This is an optimization exercise on Yosys and OpenROAD, whose aim is small area and a short achievable clock period, not a production implementation.
Where RTL was checked, it was by simulation tests only, not by an equivalence proof against the original.
Power is estimated from default activity; no workload was simulated.

Design whac_core, start of the top module:
module whac_core (
    input  wire        clk,
    input  wire        rst,         
    input  wire        pause,
    input  wire        ps2_clk,
    input  wire        ps2_data,
    output wire [11:0] x_pos,
    output wire [11:0] y_pos,
    output wire        left_btn,
    output wire        right_btn,
    output wire [11:0] mole_up,
    output wire        is_start,
    output wire [3:0]  level,
    output wire [2:0]  live,
    output wire [15:0] score,
    output wire [5:0]  note,
    output wire        beep
);
Size: about 1700 cells after synthesis, ~210 flip-flops, ~74 I/O pins, roughly 14000 sq um of cells after synthesis.
Settings: LEC_CHECK=0, CAP_MARGIN=20, CORE_MARGIN=2, CORE_UTILIZATION=40, SLEW_MARGIN=20; clock period 80.0 ns.
standard.sh (not shown) runs the stock make flow with config.mk's settings and CLKGATE_MAP_FILE= SYNTH_SCRIPT=/design/flow/synth_recipe.tcl, a recipe that flattens the netlist after the stock synthesis.
==> flow/flow/run.sh <==
#!/bin/bash
set -euo pipefail
export BUFFER_PORTS_ARGS="-buffer_cell sky130_fd_sc_hd__buf_2"
bash standard.sh > standard.log 2>&1
Rerun with:
- CTS_CLUSTER_DIAMETER: default -> 150
- CTS_CLUSTER_SIZE: default -> 25
Clock skew went up by 0.013 ns; clock power went down by 41%; power went down by about 16%; cell area went down by 3.0%; setup slack improves by 0.020 ns; cell count went down by about 1.2%; non-clock buffer count does not change.
Rerun with:
- CTS_BUF_LIST: default -> sky130_fd_sc_hd__clkbuf_4 sky130_fd_sc_hd__clkbuf_8
- CTS_CLUSTER_DIAMETER: 150 -> default
- CTS_CLUSTER_SIZE: 25 -> default
What happened:
- design area grows by a few percent
- core utilization grows by 1.5 points
- routed wire length grows slightly
- via count grows slightly
Rerun with:
- CTS_BUF_LIST: sky130_fd_sc_hd__clkbuf_4 sky130_fd_sc_hd__clkbuf_8 -> default
- CTS_CLUSTER_DIAMETER: default -> 120
- CTS_CLUSTER_SIZE: default -> 30
=>
- The new run finished with timing, DRC and antenna clean
- worst hold slack improved by 0.0044 ns
- sequential power stays flat
- non-clock buffer count does not change
- area after synthesis stays the same
- count of clock-buffer cells in the layout came out lower by 46
- combinational power stays flat
- design area is lower by 3.6%
- via count fell by 1.9%
- routed wire length fell by 2.1%
- setup slack is better by 0.023 ns

========
before:
Another version of the RTL of whac_core (not shown whole).
For scale: ~1800 cells after synthesis, roughly 200 flip-flops, roughly 74 I/O pins, ~13000 um^2 of cells after synthesis.
clock: 80.0 ns
lec_check: 0
abc_area: 1
cap_margin: 20
core_margin: 2
core_utilization: 60
cts_cluster_diameter: 150
cts_cluster_size: 25
place_density: 0.7
slew_margin: 20
==> flow/flow/run.sh <==
#!/bin/bash
set -euo pipefail
export BUFFER_PORTS_ARGS="-buffer_cell sky130_fd_sc_hd__buf_2"
export SETUP_SLACK_MARGIN=62.5
bash standard.sh > standard.log 2>&1
No stage failed in before, and the final checks on the layout all came back clean.
Here is what was changed in the inputs of after compared with before.
diff --git a/flow/flow/run.sh b/flow/flow/run.sh
--- a/flow/flow/run.sh
+++ b/flow/flow/run.sh
@@ -4 +4 @@
-export SETUP_SLACK_MARGIN=62.5
+export SETUP_SLACK_MARGIN=62.8
==> comparison <==
- Taking before as the reference point, the final critical-path required period of after falls by 0.23 ns.
- In after the total of plain and repair buffers excluding clock buffers turned out 9.7% higher than in before.
- The run showing the smaller global-route met2 utilization is after.
- Run comparison: after critical path endpoint x_pos[6]; before critical path endpoint x_pos[7]

========
whac_core, a different RTL version from the one above (not shown whole).
For scale: ~1800 cells after synthesis, roughly 210 flip-flops, roughly 74 I/O pins.
==> flow/design.v (excerpt) <==
module whac_core (
    input  wire        clk,
    input  wire        rst,         
    input  wire        pause,
    input  wire        ps2_clk,
    input  wire        ps2_data,
    output wire [11:0] x_pos,
    output wire [11:0] y_pos,
    output wire        left_btn,
    output wire        right_btn,
    output wire [11:0] mole_up,
    output wire        is_start,
    output wire [3:0]  level,
    output wire [2:0]  live,
    output wire [15:0] score,
    output wire [5:0]  note,
    output wire        beep
);
Settings: LEC_CHECK=0, ABC_AREA=1, CAP_MARGIN=20, CORE_MARGIN=2, CORE_UTILIZATION=40, CTS_CLUSTER_DIAMETER=150, CTS_CLUSTER_SIZE=25, SLEW_MARGIN=20; clock period 80.0 ns.
==> flow/flow/run.sh <==
#!/bin/bash
set -euo pipefail
export BUFFER_PORTS_ARGS="-buffer_cell sky130_fd_sc_hd__buf_2"
bash standard.sh > standard.log 2>&1
Change:
Settings changed: CORE_UTILIZATION 40 to 60, PLACE_DENSITY set to 0.7.
The changed run went through all stages and came out clean.
Clock-buffer cell count is lower by 1.
Sequential share of layout area is higher by 0.48 points.
Design area is lower slightly.
Power is lower slightly.
Die area is lower by a quarter to a third.
Sequential cell count is unchanged.
Area after synthesis stays the same.
Hold slack loses 0.041 ns.
Routed wire length is lower by a little under a tenth.
Non-clock buffer count is lower by 1.
Global-route usage is higher by 7.4 points.
No run of this note included a check of the RTL's function; only the layout flow was run.

[static timing again, ports no longer ideal]
The results above use ideal ports. As a check the final layouts listed here were re-extracted and re-timed, cells and wires unchanged.
Step 1 sets driving cells, clkbuf_16 on the clock port and buf_2 on the other inputs (assumed; they add their load-dependent delay and slew).
Step 2, shift: input delay + t, output delay - t, t = (earliest + latest rising clock arrival at the registers) / 2. This alone moves slack from input paths to output paths.
Slacks: no drivers / after step 1 / after step 2; pairs: no drivers / after step 1.
run	t, ns	setup slack, ns	hold WS [ns]	latest minus earliest clock arrival (ns)	worst data-port slew with drivers (ns)
the first run of note 1	0.562	62.360 / 62.310 / 62.081	0.385 / 0.385 / 0.385	0.014 / 0.015	0.08
the second run of note 1	0.516	62.381 / 62.335 / 62.100	0.379 / 0.379 / 0.379	0.026 / 0.025	0.08
the third run of note 1	0.573	62.351 / 62.304 / 62.079	0.379 / 0.379 / 0.379	0.024 / 0.024	0.08
the fourth run of note 1	0.518	62.373 / 62.328 / 62.076	0.383 / 0.383 / 0.383	0.031 / 0.030	0.08
before	0.478	62.618 / 62.573 / 62.270	0.370 / 0.370 / 0.370	0.018 / 0.018	0.07
after	0.490	62.847 / 62.797 / 62.376	0.386 / 0.386 / 0.386	0.018 / 0.018	0.07
the first run of note 3	0.530	62.559 / 62.505 / 62.242	0.408 / 0.408 / 0.408	0.036 / 0.037	0.03
the second run of note 3	0.517	62.625 / 62.578 / 62.197	0.367 / 0.367 / 0.367	0.032 / 0.032	0.07
After both steps every run listed still meets setup and hold. The setup slack of after, which loses most, moves by -0.050 ns with the drivers and by -0.471 ns with both steps.
